From an optimization exercise on the open Yosys and OpenROAD flow, aimed at small area; shortcuts taken in it are not production practice.
The RTL was checked by simulation tests, not by an equivalence proof against the original design.
No activity file was given, so power comes from the tool's default toggle rates.

**run.sh**
```bash
#!/bin/bash
# synth_recipe.tcl (not shown) runs the flow's synth.tcl, then flattens the netlist and writes it again
# the make line also repeats each setting of config.mk as NAME=value (left out here)
make -C /OpenROAD-flow-scripts/flow DESIGN_CONFIG=/design/flow/config.mk WORK_HOME=/design/flow/orfs CLKGATE_MAP_FILE= SYNTH_SCRIPT=/design/flow/synth_recipe.tcl finish
```
**config.mk**
```make
export PLATFORM = sky130hd
export DESIGN_NAME = uart_echo
export DESIGN_NICKNAME = uart_echo
export VERILOG_FILES = /design/flow/design.v
export SDC_FILE = /design/flow/constraint.sdc
export NUM_CORES = 4
export LEC_CHECK = 0
export CAP_MARGIN = 20
export CORE_MARGIN = 2
export CORE_UTILIZATION = 40
export SLEW_MARGIN = 20
```
**constraint.sdc**
```tcl
create_clock -name core_clock -period 10.0 [get_ports {clk}]
set_input_delay 2.0000 -clock core_clock [delete_from_list [all_inputs] [get_ports {clk}]]
set_output_delay 2.0000 -clock core_clock [all_outputs]
set_load 0.01 [all_outputs]
```
**design.v**
```verilog
module uart_echo (
    input  logic clk,
    input  logic rst, 
    output logic uart_tx,
    input  logic uart_rx,
    output logic [7:0] seg,   
    output logic [3:0] an,     
    output logic led
);
localparam int BAUD_DIV = 868;
(* ASYNC_REG="TRUE" *) logic rx_ff1, rx_sync;
always_ff @(posedge clk) begin
  if (rst) begin
    rx_ff1  <= 1'b1;
    rx_sync <= 1'b1;
  end else begin
    rx_ff1  <= uart_rx;
    rx_sync <= rx_ff1;
  end
end
logic [31:0] rx_counter;
logic [3:0]  rx_bit_index;    
logic [7:0]  rx_shift;        
logic [7:0]  rx_data;         
logic        rx_valid;
logic        rx_busy;
logic [7:0]  rx_last_char;     
logic [31:0] tx_counter;
logic [3:0]  tx_bit_index;
logic [7:0]  tx_data;
logic        tx_busy;
always_ff @(posedge clk) begin
  if (rst) begin
    rx_counter   <= 32'd0;
    rx_bit_index <= 4'd0;
    rx_shift     <= 8'd0;
    rx_data      <= 8'd0;
    rx_valid     <= 1'b0;
    rx_busy      <= 1'b0;
  end else begin
    rx_valid <= 1'b0;  
    if (!rx_busy) begin
      if (rx_sync == 1'b0) begin
        rx_busy      <= 1'b1;
        rx_bit_index <= 4'd0;
        rx_counter   <= (BAUD_DIV >> 1);  
      end
    end else begin
      if (rx_counter != 32'd0) begin
        rx_counter <= rx_counter - 32'd1;
      end else begin
        case (rx_bit_index)
          4'd0: begin
            if (rx_sync != 1'b0) begin
              rx_busy      <= 1'b0;
              rx_bit_index <= 4'd0;
            end else begin
              rx_bit_index <= 4'd1;        
              rx_counter   <= BAUD_DIV;    
            end
          end
          4'd1,4'd2,4'd3,4'd4,4'd5,4'd6,4'd7,4'd8: begin
            rx_shift[rx_bit_index-1] <= rx_sync;
            rx_counter               <= BAUD_DIV;
            rx_bit_index             <= rx_bit_index + 4'd1;
          end
          4'd9: begin
            rx_data  <= rx_shift;    
            rx_valid <= 1'b1;
            rx_busy  <= 1'b0;
            rx_bit_index <= 4'd0;
          end
          default: begin
            rx_busy      <= 1'b0;
            rx_bit_index <= 4'd0;
          end
        endcase
      end
    end
  end
end
always_ff @(posedge clk) begin
    if (rst)
        rx_last_char <= 8'h00;
    else if (rx_valid)
        rx_last_char <= rx_data; 
end
logic [15:0] seg_refresh_div;   
logic [1:0]  seg_dig_sel;   
always_ff @(posedge clk) begin
    if (rst) begin
        seg_refresh_div <= 16'd0;    
        seg_dig_sel     <= 2'd0;
    end else begin
        seg_refresh_div <= seg_refresh_div + 16'd1;
        if (&seg_refresh_div)   
            seg_dig_sel <= seg_dig_sel + 2'd1;
    end
end
always_comb begin   
    an  = 4'b1110;      
    an = 4'b1110;
    case (rx_last_char)
        "A": seg = 8'b0001_0001;   
        "B": seg = 8'b1100_0001;   
        "C": seg = 8'b0110_0011;   
        "D": seg = 8'b1000_0101;   
        "E": seg = 8'b0110_0001;   
        "F": seg = 8'b0111_0001;   
        "G": seg = 8'b0000_1001;   
        default: seg = 8'b1111_1111;   
    endcase
end
always_ff @(posedge clk) begin
  if (rst) begin
    tx_busy      <= 1'b0;
    tx_counter   <= 32'd0;
    tx_bit_index <= 4'd0;
    tx_data      <= 8'd0;
    uart_tx      <= 1'b1;    
  end else begin
    if (rx_valid && !tx_busy) begin
      tx_busy      <= 1'b1;
      tx_data      <= rx_data;
      tx_counter   <= 32'd0;
      tx_bit_index <= 4'd0;
      uart_tx      <= 1'b0;  
    end
    else if (tx_busy) begin
      if (tx_counter == BAUD_DIV - 1) begin
        tx_counter <= 32'd0;
        case (tx_bit_index)
          4'd0: uart_tx <= tx_data[0];
          4'd1: uart_tx <= tx_data[1];
          4'd2: uart_tx <= tx_data[2];
          4'd3: uart_tx <= tx_data[3];
          4'd4: uart_tx <= tx_data[4];
          4'd5: uart_tx <= tx_data[5];
          4'd6: uart_tx <= tx_data[6];
          4'd7: uart_tx <= tx_data[7];
          4'd8: begin
            uart_tx <= 1'b1;  
            tx_busy <= 1'b0;  
          end
          default: uart_tx <= 1'b1;
        endcase
        tx_bit_index <= tx_bit_index + 4'd1;
      end else begin
        tx_counter <= tx_counter + 32'd1;
      end
    end
  end
end
assign led = rx_busy || rx_valid;
endmodule
```
==> impl_metrics.json, run 1 <==
{
  "synth_top_area_share_pct": 38.5,
  "met3_usage_pct": 4.58,
  "wirelength_mm": 11.8,
  "htree_levels": 3,
  "crit_path_end_kind": "output pin",
  "fmax_mhz": 232,
  "gr-usage-met2_pct": 27.7,
  "period_needed_ns": 4.31,
  "cts_tree": "yes",
  "yosysMostFrequentCell": "dfxtp_1",
  "viasPerCell": 5.42,
  "cts.repair.resized": 0,
  "yosys-top-cells-count": "110 x dfxtp_1, 101 x nor2_1, 63 x nand2_1",
  "grt_usage_pct": 16.8,
  "synth-xor-area-share_pct": 8.42,
  "fin_crit_sh_pct": 43.1,
  "total_power_uw": 1560,
  "ys_async_sr_fraction_pct": 0,
  "grtUsageMet1_pct": 21.6,
  "fin_ws_ns": 5.69,
  "rows": 43,
  "antenna_found_initial": 0,
  "synth-warning-count": 1,
  "required_ns": 8.00,
  "dp_slack_ns": 5.61,
  "drt_iter0_markers": 312,
  "ir_drop_v": 0.000249,
  "synth_top_family_by_area": "simple AND/OR/NAND/NOR gates",
  "grt_pass1_wl_mm": 20.7,
  "cts.sinks": 110,
  "clk_path_buf_depth": 2,
  "cts_buffers": 9,
  "setup_violations": 0,
  "utilization_pct": 44.4,
  "synth_edf_count": 0,
  "drtAntennaViolNets": 0,
  "critPathMaxStageDelay_ns": 0.71,
  "synth_area_leaders": "dfxtp_1 38%, nor2_1 6.6%, xor2_1 5.2%, ha_1 4.6%, mux2i_1 4.2%",
  "yosys_most_used_dff": "dfxtp_1",
  "finalHoldViolations": 0,
  "path_class": "flop to output pin",
  "dieArea_sq_um": 15300,
  "synthToLayoutAreaGrowth_pct": 8.13,
  "syn_inst": 676,
  "overflow": 0,
  "synth-adder-area-share_pct": 4.59,
  "finalMaxSlewViolations": 0,
  "cts.clk_slew.worst_paths_ns": 0.07,
  "worstSetupStartpointType": "flop",
  "die_x_um": 124,
  "grt_pass1_vias": 4561,
  "p_leak_uw": 0.00230,
  "antenna_cells": 0,
  "top_usage_layer": "met2",
  "globalplace.congestion": 0.835,
  "crit_fanout": 7,
  "synth_cell_types": 66,
  "coreArea_sq_um": 13900,
  "chipHeight_um": 124,
  "tns_ns": 0,
  "clock_latency_ns": 0.35,
  "synth_compound_area_share_pct": 10.5,
  "post_cts_buffers": 0,
  "synth.ff_latch_count": 110,
  "hpwl_mm": 8.28,
  "start_util_pct": 41.1,
  "cp_num_buf_inv": 1,
  "placed_cell_area_sq_um": 5910,
  "cp.arrival_ns": 2.31,
  "synth-simple-area-share_pct": 29.1,
  "power_density_nw_per_um2": 252,
  "vias": 4648,
  "crit_path_cell_trace": "nand2b_1, nor4_1, o211ai_1, clkdlybuf4s50_1",
  "hp-class": "flop to flop",
  "root_buffer": "clkbuf_16",
  "worst_pin_slew_ns": 0.956,
  "yosysSeqAreaShare_pct": 38.5,
  "synth_area_leader_cell": "dfxtp_1",
  "layout-drive-gt1-share_pct": 7.37,
  "slew_headroom_pct": 35.7,
  "hold_buffers": 0,
  "clock-skew-final_ns": 0.00875,
  "drt_first_pass_iters": 4,
  "synthMuxAreaShare_pct": 4.20,
  "rsz0062_at_grt": "no",
  "portBuffers": 11,
  "slowest_stage": "nor4_1",
  "design_area_sq_um": 6190,
  "nets": 697,
  "syn_avg_cell_area_sq_um": 8.47,
  "synth.cell_area_sq_um": 5720,
  "cap_violations": 0,
  "boundaryPins": 17,
  "wire_per_inst_um": 13.8,
  "status": "no timing/DRC/antenna violations",
  "drcViolationCount": 0,
  "cp_top_family": "simple AND/OR/NAND/NOR gates",
  "grt_max_degree": 52
}
state kept, by name (all words and copies together) (netlist names), 4 cells and up:
signal        count
rx_data           8
tx_bit_index      4
tx_data           8
rx_bit_index      4
rx_last_char      8
rx_counter       32
tx_counter       32
rx_shift          8
final timing paths:
path                                      from                  endpoint  slack (ns)  cells after the start
setup / recovery  rx_last_char[7]$_SDFFE_PP0P_                    seg[3]        5.69                      4
hold / removal               rx_ff1$_SDFF_PP1_        rx_sync$_SDFF_PP1_        0.43                      1
setup reg to reg  rx_bit_index[2]$_SDFFE_PP0P_  rx_shift[5]$_SDFFE_PP0P_        5.99                     13
hold reg to reg              rx_ff1$_SDFF_PP1_        rx_sync$_SDFF_PP1_        0.43                      1
placed cells by master, fill, tap and decap left out, types with 15 or more instances in the layout:
cell / n
nand2_1: 63
xor2_1: 34
nand2b_1: 16
nor4_1: 17
mux2i_1: 24
o21ai_0: 19
inv_1: 20
nand3_1: 26
xnor2_1: 21
a21oi_1: 31
nor3_1: 19
ha_1: 21
dfxtp_1: 110
nor2_1: 101
nand4_1: 15
per-stage QoR:
step           instances  hold WS, ns
4_1_cts              858        0.436
5_1_grt              858        0.459
6_report             858        0.432
3_5_place_dp         842        0.405
3_3_place_gp         842        0.403
2_1_floorplan        679        0.389
power by group:
part	internal (uW)	switching, uW	total (uW)
Sequential	488	55.3	543
Clock	179	162	341
Combinational	205	469	675
Total	872	687	1560
area by class of cell:
class                   count  area, sq um
flip-flops and latches    110         2200
fillers                  1371         7740
well taps                 180          225
clock inverters             5         40.0
repair buffers             14          133
multi-input cells         518         3270
clock buffers              11          243
inverters                  20         75.1
cell families (layout without fill, tap and decap cells):
family / after synthesis / in the layout
compound gates: 93 / 93
xor+xnor: 55 / 55
fa+ha+maj: 21 / 21
buf+inv: 51 / 50
flops: 110 / 110
mux: 24 / 24
other cells: 2 / 5
simple gates: 320 / 320
metal layers:
metal,share of wire [%],routed length [um],vias to the layer above
met3,3.6,422,12
met4,1.0,119,0
met1,49,5850,2219
met5,0,0,-
li1,-,-,2350
met2,46,5450,67
==> inputs of run 2 (changes only) <==
==> design.v (replaced) <==
module uart_echo (
    input  logic clk,
    input  logic rst,
    output logic uart_tx,
    input  logic uart_rx,
    output logic [7:0] seg,   
    output logic [3:0] an,    
    output logic led
);
function automatic logic [9:0] lfsr_step(input logic [9:0] c);
  lfsr_step = {c[8:0], ~(c[9] ^ c[6])};
endfunction
localparam logic [9:0] RX_FULL = 10'd0;
localparam logic [9:0] RX_HALF = 10'd258;   
localparam logic [9:0] RX_TERM = 10'd716;   
localparam logic [9:0] TX_TERM = 10'd358;   
logic rx_ff1, rx_sync;
always_ff @(posedge clk) begin
  if (rst) begin
    rx_ff1  <= 1'b1;
    rx_sync <= 1'b1;
  end else begin
    rx_ff1  <= uart_rx;
    rx_sync <= rx_ff1;
  end
end
localparam logic [3:0] S_STOP  = 4'd0;
localparam logic [3:0] S_VALID = 4'd1;
localparam logic [3:0] S_IDLE  = 4'd3;
localparam logic [3:0] S_CONF  = 4'd7;
logic [3:0] rx_state;
logic [9:0] rx_cnt;
logic [7:0] rx_data;       
logic [2:0] disp;          
wire rx_idle = (rx_state == S_IDLE) || (rx_state == S_VALID);
wire rx_tick = (rx_cnt == RX_TERM);
always_ff @(posedge clk) begin
  if (rst) begin
    rx_state <= S_IDLE;
  end else if (rx_idle) begin
    rx_state <= rx_sync ? S_IDLE : S_CONF;
  end else if (rx_tick) begin
    if (rx_state == S_CONF && rx_sync)
      rx_state <= S_IDLE;            
    else
      rx_state <= rx_state + 4'd1;
  end
end
always_ff @(posedge clk) begin
  if (rx_idle)
    rx_cnt <= RX_HALF;
  else if (rx_tick)
    rx_cnt <= RX_FULL;
  else
    rx_cnt <= lfsr_step(rx_cnt);
end
always_ff @(posedge clk) begin
  if (rx_tick && rx_state[3])
    rx_data[rx_state[2:0]] <= rx_sync;
end
always_ff @(posedge clk) begin
  if (rst)
    disp <= 3'd0;
  else if (rx_state == S_VALID)
    disp <= (rx_data[7:3] == 5'b01000) ? rx_data[2:0] : 3'd0;
end
always_comb begin
  an = 4'b1110;
  case (disp)
    3'd1:    seg = 8'b0001_0001;   
    3'd2:    seg = 8'b1100_0001;   
    3'd3:    seg = 8'b0110_0011;   
    3'd4:    seg = 8'b1000_0101;   
    3'd5:    seg = 8'b0110_0001;   
    3'd6:    seg = 8'b0111_0001;   
    3'd7:    seg = 8'b0000_1001;   
    default: seg = 8'b1111_1111;   
  endcase
end
logic [3:0] tx_state;
logic [9:0] tx_cnt;
wire tx_idle = tx_state[3] & tx_state[0];
wire tx_tick = (tx_cnt == TX_TERM);
always_ff @(posedge clk) begin
  if (rst) begin
    tx_state <= 4'd9;
    uart_tx  <= 1'b1;
  end else if (rx_state == S_VALID) begin
    tx_state <= 4'd0;
    uart_tx  <= 1'b0;                
  end else if (!tx_idle && tx_tick) begin
    tx_state <= tx_state + 4'd1;
    uart_tx  <= tx_state[3] ? 1'b1 : rx_data[tx_state[2:0]];
  end
end
always_ff @(posedge clk) begin
  if (tx_idle || tx_tick)
    tx_cnt <= 10'd0;
  else
    tx_cnt <= lfsr_step(tx_cnt);
end
assign led = (rx_state != S_IDLE);
endmodule
==> flow/run.sh (new file) <==
#!/bin/bash
# The standard layout, with two changes: ports are buffered with the smallest
# buffer, and the clock tree is a single level of clkbuf_8 without dummy loads.
set -euo pipefail
bash standard.sh \
  "BUFFER_PORTS_ARGS=-buffer_cell sky130_fd_sc_hd__buf_1" \
  "CTS_ARGS=-sink_clustering_enable -repair_clock_nets -buf_list sky130_fd_sc_hd__clkbuf_8 -root_buf sky130_fd_sc_hd__clkbuf_8 -sink_clustering_size 50 -sink_clustering_max_diameter 200 -dont_use_dummy_load" \
  finish > standard.log 2>&1
==> standard.sh (new file) <==
#!/bin/bash
# synth_recipe.tcl (not shown) runs the flow's synth.tcl, then flattens the netlist and writes it again
# the make line also repeats each setting of config.mk as NAME=value (left out here)
make -C /OpenROAD-flow-scripts/flow DESIGN_CONFIG=/design/flow/config.mk WORK_HOME=/design/flow/orfs CLKGATE_MAP_FILE= SYNTH_SCRIPT=/design/flow/synth_recipe.tcl "${@:-finish}"
removed: run.sh
==> impl_metrics.json, run 2 <==
{
  "status": "no timing/DRC/antenna violations",
  "clk_path_buf_depth": 2,
  "start_util_pct": 42.3,
  "syn_inst": 198,
  "worstHoldStart": "rx_ff1$_SDFF_PP1_",
  "cp_top_family": "flip-flops",
  "drt_first_pass_iters": 4,
  "sequentialPowerShare_pct": 62.7,
  "synth_edf_count": 8,
  "chipHeight_um": 72.5,
  "fillers": 442,
  "dieArea_sq_um": 5260,
  "p_int_uw": 222,
  "clock-skew-final_ns": 0.0157,
  "crit_path_end_kind": "output pin",
  "power_density_nw_per_um2": 140,
  "gr-usage-met2_pct": 20.2,
  "final_cell_mix": "34 x dfxtp_1, 15 x o21ai_0, 14 x nor2_1",
  "crit_path_cell_trace": "xor2_1, inv_1, a21oi_1, buf_1",
  "top_usage_layer": "met2",
  "regArea_sq_um": 921,
  "wirelength_mm": 3.16,
  "fmax_mhz": 293,
  "grtUsageMet1_pct": 17.6,
  "synth-warning-count": 1,
  "yosysMostFrequentCell": "dfxtp_1",
  "layout-drive-gt1-share_pct": 5.91,
  "hpwl_mm": 2.25,
  "grt_pass1_vias": 1268,
  "slowest_stage": "dfxtp_1",
  "met3_usage_pct": 3.75,
  "syn_avg_cell_area_sq_um": 9.49,
  "synth_area_leaders": "dfxtp_1 36%, edfxtp_1 13%, o21ai_0 4.0%, and3_1 3.3%, ha_1 3.3%",
  "fin_crit_sh_pct": 34.1,
  "worstSetupStartpointType": "flop",
  "antenna_found_initial": 0,
  "grt_usage_pct": 13.3,
  "yosysSeqAreaShare_pct": 49.0,
  "boundaryPins": 17,
  "path_class": "flop to output pin",
  "r2r-end": "rx_state[2]$_SDFFE_PP0P_",
  "wire_per_inst_um": 12.4,
  "nets": 213,
  "cp_num_buf_inv": 2,
  "drcViolationCount": 0,
  "cts_buffers": 5,
  "synth_top_area_share_pct": 36.2,
  "cts.sinks": 42,
  "placed_cell_area_sq_um": 1930,
  "critPathMaxStageDelay_ns": 0.48,
  "yosys_most_used_dff": "dfxtp_1",
  "p_clk_share_pct": 34.3,
  "layout_commonest_cell": "dfxtp_1",
  "design_area_sq_um": 1990,
  "coreArea_sq_um": 4440,
  "cts.repair.resized": 0,
  "synthToLayoutAreaGrowth_pct": 6.13,
  "portBuffers": 11,
  "min_to": "rx_sync$_SDFF_PP1_",
  "r2r_cells": 5,
  "slew_headroom_pct": 31.1,
  "total_power_uw": 279,
  "synth_cell_types": 45,
  "hold_buffers": 0,
  "swShare_pct": 20.7,
  "ys_async_sr_fraction_pct": 0,
  "p_leak_uw": 0.000789,
  "crit_fanout": 9,
  "reg2reg_from": "rx_state[1]$_SDFFE_PP1P_",
  "p_sw_uw": 57.7,
  "globalplace.congestion": 0.786,
  "finalMaxSlewViolations": 0,
  "setup_violations": 0,
  "drt_iter0_markers": 59,
  "viasPerCell": 5.28,
  "clock_latency_ns": 0.30,
  "hp-class": "flop to flop",
  "min_path_cells": 1,
  "rows": 24,
  "grt_pass1_wl_mm": 5.47,
  "period_needed_ns": 3.41,
  "root_buffer": "clkbuf_8",
  "vias": 1347,
  "htree_levels": 2,
  "post_cts_buffers": 0,
  "die_x_um": 72.5,
  "cap_violations": 0,
  "cp.arrival_ns": 1.41,
  "cts.clk_slew.worst_paths_ns": 0.07,
  "multi_input_area_sq_um": 872,
  "rsz0062_at_grt": "no",
  "cts_tree": "yes",
  "worst_pin_slew_ns": 1.02,
  "synth.cell_area_sq_um": 1880,
  "overflow": 0,
  "power_frac_comb_pct": 3.0,
  "yosys-top-cells-count": "34 x dfxtp_1, 15 x o21ai_0, 14 x nor2_1",
  "antenna_cells": 0,
  "ir_drop_v": 0.0000852,
  "finalHoldViolations": 0,
  "tns_ns": 0,
  "grt_max_degree": 17,
  "drtAntennaViolNets": 0,
  "reg2reg_slack_ns": 7.90,
  "synth_area_leader_cell": "dfxtp_1",
  "synth.ff_latch_count": 42,
  "required_ns": 8.00
}
-- run 2: changes by cell type in the layout (fill, tap and decap cells not counted), sizes merged, moves of 16 or more --
cell,change
a21oi,-23
dfxtp,-76
ha,-16
inv,-16
mux2i,-20
nand2,-50
nand3,-20
nand4,-16
nor2,-94
nor3,-17
nor4,-19
xnor2,-18
xor2,-31
-- run 2: worst max path at each step --
stage	start	end	slack, ns	cells past startpoint
final	disp[1]$_SDFFE_PP0P_	seg[6]	6.59	4
after global routing	disp[1]$_SDFFE_PP0P_	seg[6]	6.46	4
after CTS	disp[1]$_SDFFE_PP0P_	seg[6]	6.58	4
after detailed placement	disp[1]$_SDFFE_PP0P_	seg[6]	6.90	4
after global placement	disp[1]$_SDFFE_PP0P_	seg[6]	6.92	4
after floorplan	disp[1]$_SDFFE_PP0P_	seg[6]	6.92	4
-- run 2: kinds of logic after synthesis --
group                      share of synthesized area (%)
and+or+nand+nor                                     23.5
other                                              0.400
muxes                                               2.73
DFF                                                 49.0
buffers and inverters                               5.19
AOI/OAI and AO/OA                                   13.1
adders and majority gates                           3.33
xor gates and xnor gates                            2.80
-- run 2: layer usage --
metal / part of all wire, % / vias to the layer above
met5: 0 / -
li1: - / 704
met2: 43 / 18
met1: 52 / 618
met3: 3.3 / 7
met4: 1.7 / 0
-- run 2: through the flow --
| stage | util (%) | worst slack (ns) | hold slack (ns) | instances |
|---|---|---|---|---|
| 2_1_floorplan | - | 6.92 | 0.389 | 201 |
| 3_5_place_dp | 43.3 | 6.90 | 0.400 | 250 |
| 6_report | 44.9 | 6.59 | 0.412 | 255 |
| 4_1_cts | 44.9 | 6.58 | 0.417 | 255 |
| 5_1_grt | 44.9 | 6.46 | 0.420 | 255 |
| 3_3_place_gp | 43.3 | 6.92 | 0.400 | 250 |
-- run 2: area by class of cell --
type | count | area share (%)
clock buffer | 5 | 3.45
inverter | 7 | 1.32
multi-input combinational | 138 | 43.7
sequential | 42 | 46.2
tap | 52 | 3.26
timing repair buffer | 11 | 2.07
-- run 2: power by group through the flow --
| stage | Clock [uW] | Combinational [uW] | Sequential [uW] |
|---|---|---|---|
| finish | 95.8 | 8.28 | 175 |
| global route | 106 | 9.43 | 175 |
| CTS | 100 | 8.28 | 175 |
| detailed placement | 0 | 8.31 | 179 |
| global placement | 0 | 8.26 | 179 |
| floorplan | 0 | 8.40 | 178 |
==> inputs of run 3 (changes only) <==
==> run.sh (new file) <==
#!/bin/bash
# synth_recipe.tcl (not shown) runs the flow's synth.tcl, then flattens the netlist and writes it again
# the make line also repeats each setting of config.mk as NAME=value (left out here)
make -C /OpenROAD-flow-scripts/flow DESIGN_CONFIG=/design/flow/config.mk WORK_HOME=/design/flow/orfs CLKGATE_MAP_FILE= SYNTH_SCRIPT=/design/flow/synth_recipe.tcl finish
removed: flow/run.sh
removed: standard.sh
==> impl_metrics.json, run 3 <==
{
  "status": "no timing/DRC/antenna violations",
  "period_needed_ns": 3.81,
  "slowest_stage": "clkdlybuf4s50_1",
  "start_util_pct": 42.3,
  "rows": 24,
  "cts_buffers": 5,
  "power_frac_comb_pct": 3.0,
  "portBuffers": 11,
  "layout-drive-gt1-share_pct": 6.31,
  "cts.repair.resized": 0,
  "multi_input_area_sq_um": 872,
  "vias": 1377,
  "antenna_found_initial": 0,
  "critPathMaxStageDelay_ns": 0.55,
  "p_leak_uw": 0.000838,
  "grt_pass1_wl_mm": 6.00,
  "tns_ns": 0,
  "reg2reg_slack_ns": 7.97,
  "worst_pin_slew_ns": 0.662,
  "crit_path_cell_trace": "xor2_1, inv_1, a21oi_1, clkdlybuf4s50_1",
  "cp_num_buf_inv": 2,
  "gr-usage-met2_pct": 22.0,
  "reg2reg_from": "rx_state[0]$_SDFFE_PP1P_",
  "sequentialPowerShare_pct": 57.4,
  "overflow": 0,
  "setup_violations": 0,
  "dp_cells": 250,
  "fin_ws_ns": 6.19,
  "path_class": "flop to output pin",
  "grt_pass1_vias": 1298,
  "design_area_sq_um": 2100,
  "wire_per_inst_um": 13.6,
  "synth_area_leaders": "dfxtp_1 36%, edfxtp_1 13%, o21ai_0 4.0%, and3_1 3.3%, ha_1 3.3%",
  "placed_cell_area_sq_um": 1990,
  "yosys-top-cells-count": "34 x dfxtp_1, 15 x o21ai_0, 14 x nor2_1",
  "ir_drop_v": 0.0000843,
  "htree_levels": 2,
  "yosys_most_used_dff": "dfxtp_1",
  "crit_path_end_kind": "output pin",
  "finalMaxSlewViolations": 0,
  "drt_first_pass_iters": 4,
  "syn_avg_cell_area_sq_um": 9.49,
  "synth.cell_area_sq_um": 1880,
  "met3_usage_pct": 3.75,
  "p_sw_uw": 63.0,
  "crit_fanout": 9,
  "utilization_pct": 47.2,
  "top_usage_layer": "met2",
  "root_buffer": "clkbuf_8",
  "drt_iter0_markers": 128,
  "required_ns": 8.00,
  "final_cell_mix": "34 x dfxtp_1, 14 x nor2_1, 14 x o21ai_0",
  "clock_latency_ns": 0.29,
  "r2r-end": "rx_data[4]$_DFFE_PP_",
  "synth-warning-count": 1,
  "grt_max_degree": 17,
  "fin_crit_sh_pct": 38.1,
  "worst-path-stages": 4,
  "post_cts_buffers": 0,
  "grtUsageMet1_pct": 19.8,
  "startpoint": "disp[1]$_SDFFE_PP0P_",
  "viasPerCell": 5.34,
  "antenna_cells": 0,
  "boundaryPins": 17,
  "cts.clk_slew.worst_paths_ns": 0.08,
  "worstSetupStartpointType": "flop",
  "chipHeight_um": 72.5,
  "cp.arrival_ns": 1.81,
  "nets": 213,
  "hold_buffers": 0,
  "globalplace.congestion": 0.840,
  "regArea_sq_um": 921,
  "synth_top_area_share_pct": 36.2,
  "drtAntennaViolNets": 0,
  "power_density_nw_per_um2": 146,
  "synth_cell_types": 45,
  "coreArea_sq_um": 4440,
  "hpwl_mm": 2.50,
  "clock-skew-final_ns": 0.00593,
  "hp-class": "flop to flop",
  "die_x_um": 72.5,
  "drcViolationCount": 0,
  "fmax_mhz": 263,
  "slew_headroom_pct": 55.6,
  "cts.sinks": 42,
  "yosysSeqAreaShare_pct": 49.0,
  "swShare_pct": 20.7,
  "fin_cells": 258,
  "cp_top_family": "buffers and inverters",
  "p_int_uw": 242,
  "finalHoldViolations": 0,
  "fillers": 412,
  "clk_path_buf_depth": 2,
  "dp_slack_ns": 6.49,
  "cts_tree": "yes",
  "synth_edf_count": 8,
  "yosysMostFrequentCell": "dfxtp_1",
  "rsz0062_at_grt": "no",
  "p_clk_share_pct": 39.6,
  "layout_commonest_cell": "dfxtp_1",
  "synth.ff_latch_count": 42,
  "wirelength_mm": 3.51,
  "syn_inst": 198,
  "cp-endpoint": "seg[6]",
  "cap_violations": 0,
  "grt_usage_pct": 14.5,
  "synth_area_leader_cell": "dfxtp_1",
  "r2r_cells": 5,
  "synthToLayoutAreaGrowth_pct": 11.5,
  "dieArea_sq_um": 5260,
  "ys_async_sr_fraction_pct": 0
}
==> run 3: cell types whose count changed in the layout (fill, tap and decap cells not counted) <==
| cell | change |
|---|---|
| o21ai_1 | +1 |
| buf_1 | -11 |
| clkdlybuf4s50_1 | +11 |
| clkbuf_16 | +1 |
| clkbuf_1 | +2 |
| o21ai_0 | -1 |
==> run 3: power groups by stage <==
| stage | logic [uW] | registers [uW] | clock network (uW) |
|---|---|---|---|
| final | 9.16 | 175 | 121 |
| after global routing | 10.3 | 175 | 132 |
| after CTS | 9.15 | 175 | 124 |
| after detailed placement | 9.07 | 179 | 0 |
| after global placement | 8.84 | 179 | 0 |
| after floorplan | 8.40 | 178 | 0 |
==> run 3: final cells by class <==
cell class	count	area share, %
multi-input cells	138	41.6
flip-flops and latches	42	43.9
well taps	52	3.10
inverters	7	1.25
clock buffers	8	4.84
repair buffers	11	5.25
==> run 3: stage by stage <==
step                hold slack, ns  power [uW]
detailed placement           0.393         188
finish                       0.414         305
CTS                          0.416         308
global placement             0.404         188
floorplan                    0.389         187
global route                 0.443         318
==> run 3: worst min path at each step <==
stage                          to  slack [ns]  cells past startpoint               from
3_3_place_gp   rx_sync$_SDFF_PP1_        0.40                      1  rx_ff1$_SDFF_PP1_
2_1_floorplan  rx_sync$_SDFF_PP1_        0.39                      1  rx_ff1$_SDFF_PP1_
3_5_place_dp   rx_sync$_SDFF_PP1_        0.39                      1  rx_ff1$_SDFF_PP1_
5_1_grt        rx_sync$_SDFF_PP1_        0.44                      1  rx_ff1$_SDFF_PP1_
4_1_cts        rx_sync$_SDFF_PP1_        0.42                      1  rx_ff1$_SDFF_PP1_
6_report       rx_sync$_SDFF_PP1_        0.41                      1  rx_ff1$_SDFF_PP1_
==> run 3: metal layers <==
layer	vias up	routed length (um)
met5	-	0
met4	0	43
met2	25	1610
met1	642	1720
li1	704	-
met3	6	131
==> run 3: cells by family after synthesis <==
family | count (synthesis) | synth area share (%)
buffers and inverters | 21 | 5.19
other | 2 | 0.400
AOI/OAI and AO/OA | 39 | 13.1
xor gates and xnor gates | 6 | 2.80
adders and majority gates | 5 | 3.33
DFF | 42 | 49.0
muxes | 5 | 2.73
and+or+nand+nor | 78 | 23.5

-- re-timing with driven ports --
The flow's constraints put no driver on any port. The routed layouts listed below were extracted and timed again, unchanged, in two steps. Step 1 sets driving cells, clkbuf_16 on the clock port and buf_2 on the other inputs (assumed; they add their load-dependent delay and slew). Step 2 moves the port delays by t, midway between the first and last clock arrival at a register: inputs arrive t later, outputs are due t later. That takes back most of the time a late clock gives input paths. Three values: no drivers, after step 1, after step 2; two values: the first two.
run	shift t [ns]	setup slack, ns	clock arrival spread, ns	cell pins on the clock port's net
run 1	0.384	5.694 / 5.655 / 5.987	0.009 / 0.010	1
run 2	0.313	6.591 / 6.567 / 6.880	0.016 / 0.016	1
run 3	0.316	6.193 / 6.166 / 6.471	0.006 / 0.006	1
After both steps setup and hold are still met in every run listed.
